This design comes from an exercise in tuning for small area on the open sky130 flow, not from production work. Only simulation tests tie the RTL to the original design; equivalence was not proved. Power is estimated from default activity; no workload was simulated.

==> inputs of run a <==
==> flow/design.v (excerpt) <==
module rgb2gray_uhd_4ppc
(
    input [95:0] VIDEO_IN_tdata,
    input VIDEO_IN_tlast,
    output VIDEO_IN_tready,
    input VIDEO_IN_tuser,
    input VIDEO_IN_tvalid,
    input s_axis_video_aclk,
    output [31:0] VIDEO_OUT_tdata,
    output VIDEO_OUT_tlast,
    input VIDEO_OUT_tready,
    output VIDEO_OUT_tuser,
    output VIDEO_OUT_tvalid
);
make LEC_CHECK=0 CAP_MARGIN=20 CORE_MARGIN=2 CORE_UTILIZATION=40 CTS_BUF_LIST=sky130_fd_sc_hd__clkbuf_8 CTS_CLUSTER_DIAMETER=50 CTS_CLUSTER_SIZE=15 GPL_TIMING_DRIVEN=0 SLEW_MARGIN=20 SYNTH_HIERARCHICAL=1 finish   # period 4.0 ns
run.sh (not shown) runs the stock make flow with config.mk's settings and CLKGATE_MAP_FILE= SYNTH_SCRIPT=/design/flow/synth_recipe.tcl, a recipe that flattens the netlist after the stock synthesis.
==> run b (differences from run a) <==
--- a/flow/design.v
+++ b/flow/design.v
@@ -389,15 +389,15 @@
             rg_fa u144 (.a(fc98), .b(fs119), .c(fc118), .s(fs143), .co(fc144));
             rg_fa u146 (.a(a[7]), .b(c[6]), .c(fc120), .s(fs145), .co(fc146));
         wire [8:0] lc;
         assign lc[0] = 1'b0;
         assign lc[1] = (a[0] & b[0]) | (lc[0] & (a[0] | b[0]));
-        assign lc[2] = (c[0] & hs121) | (lc[1] & (c[0] | hs121));
-        assign lc[3] = (hc122 & fs123) | (lc[2] & (hc122 | fs123));
-        assign lc[4] = (fc124 & fs125) | (lc[3] & (fc124 | fs125));
-        assign lc[5] = (fc126 & fs127) | (lc[4] & (fc126 | fs127));
-        assign lc[6] = (fc128 & fs129) | (lc[5] & (fc128 | fs129));
+        rg_maj m1 (.a(c[0]), .b(hs121), .c(lc[1]), .y(lc[2]));
+        rg_maj m2 (.a(hc122), .b(fs123), .c(lc[2]), .y(lc[3]));
+        rg_maj m3 (.a(fc124), .b(fs125), .c(lc[3]), .y(lc[4]));
+        rg_maj m4 (.a(fc126), .b(fs127), .c(lc[4]), .y(lc[5]));
+        rg_maj m5 (.a(fc128), .b(fs129), .c(lc[5]), .y(lc[6]));
         assign lc[7] = (fc130 & fs131) | (lc[6] & (fc130 | fs131));
         assign lc[8] = (fc132 & fs133) | (lc[7] & (fc132 | fs133));
         assign c8[k] = lc[8];
         assign hx[8*k+:8] = {1'b0, c[7], fs145, fs143, fc140, fc138, fc136, fc134};
         assign hy[8*k+:8] = {1'b0, fc146, fc144, fc142, fs141, fs139, fs137, fs135};
@@ -408,11 +408,11 @@
         rg_fa f2_2 (.a(x1[8*k+2]), .b(y1[8*k+2]), .c(rc[2]), .s(gray[8*k+2]), .co(rc[3]));
         rg_fa f2_3 (.a(x1[8*k+3]), .b(y1[8*k+3]), .c(rc[3]), .s(gray[8*k+3]), .co(rc[4]));
         rg_fa f2_4 (.a(x1[8*k+4]), .b(y1[8*k+4]), .c(rc[4]), .s(gray[8*k+4]), .co(rc[5]));
         rg_fa f2_5 (.a(x1[8*k+5]), .b(y1[8*k+5]), .c(rc[5]), .s(gray[8*k+5]), .co(rc[6]));
         rg_fa f2_6 (.a(x1[8*k+6]), .b(y1[8*k+6]), .c(rc[6]), .s(gray[8*k+6]), .co(rc[7]));
-        rg_fa f2_7 (.a(x1[8*k+7]), .b(y1[8*k+7]), .c(rc[7]), .s(gray[8*k+7]), .co(rc[8]));
+        assign gray[8*k+7] = rc[7];
     end
 endgenerate
 always @(posedge s_axis_video_aclk)
 begin
     x1 <= hx;
@@ -432,9 +432,12 @@
 endmodule
 module rg_fa (input a, input b, input c, output s, output co);
 assign s = a ^ b ^ c;
 assign co = (a & b) | (a & c) | (b & c);
 endmodule
+module rg_maj (input a, input b, input c, output y);
+assign y = (a & b) | (a & c) | (b & c);
+endmodule
 module rg_ha (input a, input b, output s, output co);
 assign s = a ^ b;
 assign co = a & b;
 endmodule
==> flow/flow/run.sh (new file) <==
#!/bin/bash
# Standard layout, with plain buf_1 cells as the port buffers and a clock tree
# without dummy loads and with a small root buffer.
set -euo pipefail
export BUFFER_PORTS_ARGS="-buffer_cell sky130_fd_sc_hd__buf_1"
export CTS_ARGS="-sink_clustering_enable -repair_clock_nets -sink_clustering_size 18 -sink_clustering_max_diameter 60 -buf_list {sky130_fd_sc_hd__clkbuf_8 sky130_fd_sc_hd__clkbuf_16} -sink_clustering_buffer sky130_fd_sc_hd__clkbuf_8 -root_buf sky130_fd_sc_hd__clkbuf_4 -dont_use_dummy_load"
bash standard.sh > standard.log 2>&1
==> flow/standard.sh (new file) <==
#!/bin/bash
# synth_recipe.tcl (not shown) runs the flow's synth.tcl, then flattens the netlist and writes it again
# the make line also repeats each setting of config.mk as NAME=value (left out here)
make -C /OpenROAD-flow-scripts/flow DESIGN_CONFIG=/design/flow/config.mk WORK_HOME=/design/flow/orfs CLKGATE_MAP_FILE= SYNTH_SCRIPT=/design/flow/synth_recipe.tcl "${@:-finish}"
Settings changed: CTS_BUF_LIST sky130_fd_sc_hd__clkbuf_8 to sky130_fd_sc_hd__clkbuf_16, CTS_CLUSTER_DIAMETER 50 to 80, CTS_CLUSTER_SIZE 15 to 25.
removed: flow/run.sh
==> run c (differences from run a) <==
--- a/flow/design.v
+++ b/flow/design.v
@@ -389,15 +389,15 @@
             rg_fa u144 (.a(fc98), .b(fs119), .c(fc118), .s(fs143), .co(fc144));
             rg_fa u146 (.a(a[7]), .b(c[6]), .c(fc120), .s(fs145), .co(fc146));
         wire [8:0] lc;
         assign lc[0] = 1'b0;
         assign lc[1] = (a[0] & b[0]) | (lc[0] & (a[0] | b[0]));
-        assign lc[2] = (c[0] & hs121) | (lc[1] & (c[0] | hs121));
-        assign lc[3] = (hc122 & fs123) | (lc[2] & (hc122 | fs123));
-        assign lc[4] = (fc124 & fs125) | (lc[3] & (fc124 | fs125));
-        assign lc[5] = (fc126 & fs127) | (lc[4] & (fc126 | fs127));
-        assign lc[6] = (fc128 & fs129) | (lc[5] & (fc128 | fs129));
+        rg_maj m1 (.a(c[0]), .b(hs121), .c(lc[1]), .y(lc[2]));
+        rg_maj m2 (.a(hc122), .b(fs123), .c(lc[2]), .y(lc[3]));
+        rg_maj m3 (.a(fc124), .b(fs125), .c(lc[3]), .y(lc[4]));
+        rg_maj m4 (.a(fc126), .b(fs127), .c(lc[4]), .y(lc[5]));
+        rg_maj m5 (.a(fc128), .b(fs129), .c(lc[5]), .y(lc[6]));
         assign lc[7] = (fc130 & fs131) | (lc[6] & (fc130 | fs131));
         assign lc[8] = (fc132 & fs133) | (lc[7] & (fc132 | fs133));
         assign c8[k] = lc[8];
         assign hx[8*k+:8] = {1'b0, c[7], fs145, fs143, fc140, fc138, fc136, fc134};
         assign hy[8*k+:8] = {1'b0, fc146, fc144, fc142, fs141, fs139, fs137, fs135};
@@ -408,11 +408,11 @@
         rg_fa f2_2 (.a(x1[8*k+2]), .b(y1[8*k+2]), .c(rc[2]), .s(gray[8*k+2]), .co(rc[3]));
         rg_fa f2_3 (.a(x1[8*k+3]), .b(y1[8*k+3]), .c(rc[3]), .s(gray[8*k+3]), .co(rc[4]));
         rg_fa f2_4 (.a(x1[8*k+4]), .b(y1[8*k+4]), .c(rc[4]), .s(gray[8*k+4]), .co(rc[5]));
         rg_fa f2_5 (.a(x1[8*k+5]), .b(y1[8*k+5]), .c(rc[5]), .s(gray[8*k+5]), .co(rc[6]));
         rg_fa f2_6 (.a(x1[8*k+6]), .b(y1[8*k+6]), .c(rc[6]), .s(gray[8*k+6]), .co(rc[7]));
-        rg_fa f2_7 (.a(x1[8*k+7]), .b(y1[8*k+7]), .c(rc[7]), .s(gray[8*k+7]), .co(rc[8]));
+        assign gray[8*k+7] = rc[7];
     end
 endgenerate
 always @(posedge s_axis_video_aclk)
 begin
     x1 <= hx;
@@ -432,9 +432,12 @@
 endmodule
 module rg_fa (input a, input b, input c, output s, output co);
 assign s = a ^ b ^ c;
 assign co = (a & b) | (a & c) | (b & c);
 endmodule
+module rg_maj (input a, input b, input c, output y);
+assign y = (a & b) | (a & c) | (b & c);
+endmodule
 module rg_ha (input a, input b, output s, output co);
 assign s = a ^ b;
 assign co = a & b;
 endmodule
==> flow/flow/run.sh (new file) <==
#!/bin/bash
# Standard layout, with plain buf_1 cells as the port buffers and a clock tree
# without dummy loads and with a small root buffer.
set -euo pipefail
export BUFFER_PORTS_ARGS="-buffer_cell sky130_fd_sc_hd__buf_1"
export CTS_ARGS="-sink_clustering_enable -repair_clock_nets -sink_clustering_size 20 -sink_clustering_max_diameter 60 -buf_list {sky130_fd_sc_hd__clkbuf_8 sky130_fd_sc_hd__clkbuf_16} -sink_clustering_buffer sky130_fd_sc_hd__clkbuf_8 -root_buf sky130_fd_sc_hd__clkbuf_4 -dont_use_dummy_load"
bash standard.sh > standard.log 2>&1
==> flow/standard.sh (new file) <==
#!/bin/bash
# synth_recipe.tcl (not shown) runs the flow's synth.tcl, then flattens the netlist and writes it again
# the make line also repeats each setting of config.mk as NAME=value (left out here)
make -C /OpenROAD-flow-scripts/flow DESIGN_CONFIG=/design/flow/config.mk WORK_HOME=/design/flow/orfs CLKGATE_MAP_FILE= SYNTH_SCRIPT=/design/flow/synth_recipe.tcl "${@:-finish}"
Settings changed: CTS_BUF_LIST sky130_fd_sc_hd__clkbuf_8 to sky130_fd_sc_hd__clkbuf_16, CTS_CLUSTER_DIAMETER 50 to 80, CTS_CLUSTER_SIZE 15 to 25.
removed: flow/run.sh
==> run d (differences from run a) <==
Settings changed: CTS_BUF_LIST sky130_fd_sc_hd__clkbuf_8 to sky130_fd_sc_hd__clkbuf_16, CTS_CLUSTER_DIAMETER 50 to 80, CTS_CLUSTER_SIZE 15 to 25.
==> comparison table <==
	run a	run b	run c	run d
Worst slew pin tran	-	0.435 ns	0.435 ns	-
Clock buf/inv share	0.0324	0.0214	0.0194	0.0280
Half-perimeter wire length after detailed placement	15700 microns	14600 microns	14600 microns	15700 microns
Run status	complete, no violations	complete, no violations	complete, no violations	complete, no violations
Net Sw Frac	0.306	0.298	0.299	0.299
Initial Util	0.409	0.406	0.406	0.409
Layout Cells excl Fill	1242	1183	1180	1223
Worst reg-to-reg path cell count	8	7	7	8
Fraction of area in multi-input gates	0.463	0.491	0.492	0.465
Multi-input combinational cell area	6730 sq um	6530 sq um	6530 sq um	6730 sq um
Met1 Track Usage GR	0.176	0.158	0.159	0.178
P_leak	5.68 nW	5.10 nW	5.09 nW	5.63 nW
Worst Setup Path Type	in -> reg	reg -> reg	reg -> reg	in -> reg
Power in combinational cells	0.00330 W	0.00274 W	0.00274 W	0.00331 W
Clock-pin slew on the worst setup and hold paths	0.08 ns	0.10 ns	0.11 ns	0.09 ns
Final Cell Area	14500 sq um	13300 sq um	13300 sq um	14500 sq um
Launching element of the worst setup path	VIDEO_IN_tdata[18]	x1[24]$_DFF_P_	x1[16]$_DFF_P_	VIDEO_IN_tdata[17]
Area added between synthesis and finish	19.2%	10.7%	10.4%	18.7%
Clock network fraction of design power	0.165	0.144	0.138	0.162
Register area share after synthesis	0.448	0.455	0.455	0.448

-- separate check: timing with driven ports --
The flow's constraints put no driver on any port. The routed layouts listed below were extracted and timed again, unchanged, in two steps.
Step 1 assumes that a clkbuf_16 drives the clock port and a buf_2 every other input.
Step 2 moves the port delays by t, midway between the first and last clock arrival at a register: inputs arrive t later, outputs are due t later. That takes back most of the time a late clock gives input paths.
a / b / c = ideal ports / drivers / drivers and shift; a / b = the first two.
run | t, ns | slack for setup (ns) | worst setup path after step 2 | clock arrival spread, ns | cell pins on the clock port's net
run a | 0.558 | 0.099 / 0.109 / -0.449 | input to register | 0.023 / 0.024 | 1
run b | 0.648 | 0.736 / 0.736 / 0.178 | input to register | 0.070 / 0.070 | 1
run c | 0.627 | 0.731 / 0.731 / 0.190 | input to register | 0.075 / 0.075 | 1
run d | 0.504 | 0.129 / 0.149 / -0.355 | input to register | 0.021 / 0.021 | 1
Met with ideal ports but missed after step 2: setup timing in run a and run d. For run b, which loses most, drivers alone change the setup slack by 0.000 ns; drivers and shift together by -0.558 ns.
